Context: an optimization exercise on an open-source flow, tuned for small area, a short achievable clock period and few clock cycles per item. The choices shown serve that exercise and are no tape-out recipe. At most, simulation tests tie the RTL to the original design; equivalence was not proved.

## build 40
==> flow/design.v (excerpt) <==
module seq_multiplier #(parameter N = 32) (
    input  logic clk, rst_n, start,
    input  logic [N-1:0] a, b,
    output logic [(2*N)-1:0] prod,
    output logic ready
);
Size in the first run: about 1400 cells after synthesis, ~110 flip-flops, roughly 13000 um2 of cells after synthesis.
==> flow/config.mk <==
export PLATFORM = sky130hd
export DESIGN_NAME = seq_multiplier
export DESIGN_NICKNAME = seq_multiplier
export VERILOG_FILES = /design/flow/design.v
export SDC_FILE = /design/flow/constraint.sdc
export NUM_CORES = 4
export LEC_CHECK = 0
export CAP_MARGIN = 20
export CORE_MARGIN = 2
export CORE_UTILIZATION = 40
export SETUP_SLACK_MARGIN = 0.6
export SLEW_MARGIN = 20
==> flow/constraint.sdc <==
create_clock -name core_clock -period 4.5 [get_ports {clk}]
set_input_delay 0.9000 -clock core_clock [delete_from_list [all_inputs] [get_ports {clk}]]
set_output_delay 0.9000 -clock core_clock [all_outputs]
set_load 0.01 [all_outputs]
standard.sh (not shown) runs the stock make flow with config.mk's settings and CLKGATE_MAP_FILE= SYNTH_SCRIPT=/design/flow/synth_recipe.tcl, a recipe that flattens the netlist after the stock synthesis.
==> flow/flow/run.sh <==
#!/bin/bash
# The standard layout, with the port buffers made of the smallest buffer
# cell instead of the default delay buffer.
set -euo pipefail
export BUFFER_PORTS_ARGS="-buffer_cell sky130_fd_sc_hd__buf_1"
bash standard.sh > standard_flow.log 2>&1
Build 40: full flow OK, the timing, DRC and antenna checks passed
Testbench counts of build 40, summed over its fixed seeds: cycles 10,280, items 2,400.
Input-level comparison between build 55 and build 40:
# build 40
export LEC_CHECK = 0
export CAP_MARGIN = 20
export CORE_MARGIN = 2
export CORE_UTILIZATION = 40
export SETUP_SLACK_MARGIN = 0.6
export SLEW_MARGIN = 20
create_clock -name core_clock -period 4.5 [get_ports {clk}]
# build 55
export LEC_CHECK = 0
export CAP_MARGIN = 20
export CORE_MARGIN = 2
export CORE_UTILIZATION = 40
export SLEW_MARGIN = 20
create_clock -name core_clock -period 4.5 [get_ports {clk}]
### Flow results
Build 55 vs build 40: count of cell instances traversed by the critical path down. met1 demand-to-capacity share in global routing down 0.60 points in build 55 wrt build 40. For number of fill cells, dividing the value from build 40 by the value from build 55 gives 0.939. met2 track demand over resource in global routing, build 55 and build 40, lower one = build 40. r[38] as the critical path startpoint was reported by build 55, and two1 by build 40.
[inputs] build 3 vs build 55
==> flow/run.sh (new file) <==
#!/bin/bash
# synth_recipe.tcl (not shown) runs the flow's synth.tcl, then flattens the netlist and writes it again
# the make line also repeats each setting of config.mk as NAME=value (left out here)
make -C /OpenROAD-flow-scripts/flow DESIGN_CONFIG=/design/flow/config.mk WORK_HOME=/design/flow/orfs CLKGATE_MAP_FILE= SYNTH_SCRIPT=/design/flow/synth_recipe.tcl finish
removed: flow/flow/run.sh
removed: flow/standard.sh
Notes after the runs:
Build 3: full flow OK, the timing, DRC and antenna checks passed
Upper clock frequency limit: build 3 vs build 55 down 0.62%
Build 3 vs build 55, transition at the pin with the smallest max-transition slack went up by 0.0094 ns.
Summary of build 3 over build 55: number of nets still failing antenna checks after routing comparable, utilization of the core after routing has increased, final cell count has increased, hold slack climbed 0.31 ns.
Wire: build 3 routes more than build 55

Another version of the RTL of seq_multiplier (not shown whole).
Size: ~1100 cells after synthesis, ~110 flip-flops, roughly 130 I/O pins, ~0.010 mm2 of cells after synthesis.
clock: 4.5 ns
lec_check: 0
cap_margin: 5
core_margin: 2
core_utilization: 40
setup_slack_margin: 0.25
slew_margin: 5
==> flow/flow/run.sh <==
#!/bin/bash
# The standard layout, with the port buffers made of the smallest buffer
# cell instead of the default delay buffer.
set -euo pipefail
export BUFFER_PORTS_ARGS="-buffer_cell sky130_fd_sc_hd__buf_1"
bash standard.sh > standard_flow.log 2>&1
Testbench counts at the start, summed over its fixed seeds: cycles 10,280, items 2,400.
Next try:
Settings changed: CAP_MARGIN 5 to 20, PLACE_DENSITY set to 0.75, SETUP_SLACK_MARGIN 0.25 to 0.4, SLEW_MARGIN 5 to 20.
First-iteration DRC count decreases by a few percent. Sequential share of layout area shrinks by 0.54 points. Final area is higher slightly. Setup slack got worse by 49 ps.
Next try:
Settings changed: CORE_UTILIZATION 40 to 45, PLACE_DENSITY 0.75 to not set, SETUP_SLACK_MARGIN 0.4 to 0.3.
After rerunning:
- routed wire length rose by 0.90%
- clock skew fell by 4.0 ps
- area after synthesis does not change
- first-iteration DRC count rose by 27%
- register-to-register slack is better by 60 ps
- synthesized cell count stays the same
- worst setup slack stays flat
- utilization rose by 6.0 points
Next try:
Settings changed: CORE_UTILIZATION 45 to 40, CTS_CLUSTER_DIAMETER set to 100, CTS_CLUSTER_SIZE set to 40, SETUP_SLACK_MARGIN 0.3 to 0.25.
The new run produced a clean layout.
Wire length shrinks by 0.76%.
Cell count came out higher by 1.9%.
Die area is higher by 12%.
Critical path depth is unchanged.
First-iteration DRC count fell by 19%.

seq_multiplier, a different RTL version from the one above (not shown whole).
Size: about 1400 cells after synthesis.
export LEC_CHECK = 0
export CAP_MARGIN = 20
export CORE_MARGIN = 2
export CORE_UTILIZATION = 40
export GPL_TIMING_DRIVEN = 0
export SLEW_MARGIN = 20
create_clock -name core_clock -period 4.5 [get_ports {clk}]
Scripts as last shown in full above: flow/flow/run.sh
The starting point ran to the end with violations: negative setup slack.
==> next run, changes <==
==> flow/run.sh (new file) <==
#!/bin/bash
# synth_recipe.tcl (not shown) runs the flow's synth.tcl, then flattens the netlist and writes it again
# the make line also repeats each setting of config.mk as NAME=value (left out here)
make -C /OpenROAD-flow-scripts/flow DESIGN_CONFIG=/design/flow/config.mk WORK_HOME=/design/flow/orfs CLKGATE_MAP_FILE= SYNTH_SCRIPT=/design/flow/synth_recipe.tcl finish
removed: flow/flow/run.sh
removed: flow/standard.sh
Effect: The changed run finished but fails on negative setup slack. Worst hold slack is better by 0.22 ns. Design area came out higher by a little under a tenth. Flip-flop and latch count does not change. Non-clock buffer count climbs by 17. Setup slack gains 0.087 ns. Cell count rose slightly. Fmax rose slightly. Clock skew rises by 0.0062 ns. Critical path depth decreases by 2.
==> next run, changes <==
GPL_TIMING_DRIVEN = unset   (was 0)
Result: The changed run reached the layout checks and failed them: negative setup slack; global-route usage decreases by 2.3 points; die area does not change; via count hardly moves.
Function was not checked in any run of this note: the RTL went through the layout flow alone.

## what the ideal ports hide
In the flow no input, the clock included, has a driving cell. The finished layouts below were timed again as built, in two steps. Step 1, drivers: a clkbuf_16 drives clk and a buf_2 each remaining input, both assumed. Step 2 moves the port delays by t, midway between the first and last clock arrival at a register: inputs arrive t later, outputs are due t later. That takes back most of the time a late clock gives input paths. a / b / c = no drivers / after step 1 / after step 2; a / b = the first two.
run	t (ns)	setup slack, ns	worst hold slack (ns)
build 40	0.418	0.442 / 0.442 / 0.311	0.338 / 0.318 / 0.657
build 55	0.416	0.193 / 0.143 / 0.228	0.336 / 0.313 / 0.660
build 3	0.415	0.167 / 0.116 / 0.117	0.645 / 0.645 / 0.645
the first run of note 2	0.414	0.244 / 0.198 / 0.038	0.298 / 0.292 / 0.514
the second run of note 2	0.417	0.196 / 0.146 / 0.223	0.300 / 0.292 / 0.500
the third run of note 2	0.425	0.197 / 0.148 / 0.268	0.290 / 0.270 / 0.473
the fourth run of note 2	0.414	0.244 / 0.198 / 0.038	0.298 / 0.292 / 0.514
the first run of note 3	0.427	-0.247 / -0.247 / -0.307	0.308 / 0.279 / 0.539
the second run of note 3	0.427	-0.160 / -0.160 / -0.381	0.527 / 0.527 / 0.527
the third run of note 3	0.407	-0.082 / -0.082 / -0.217	0.550 / 0.550 / 0.550
The setup slack of the second run of note 3, which loses most, moves by 0.000 ns with the drivers and by -0.221 ns with both steps.
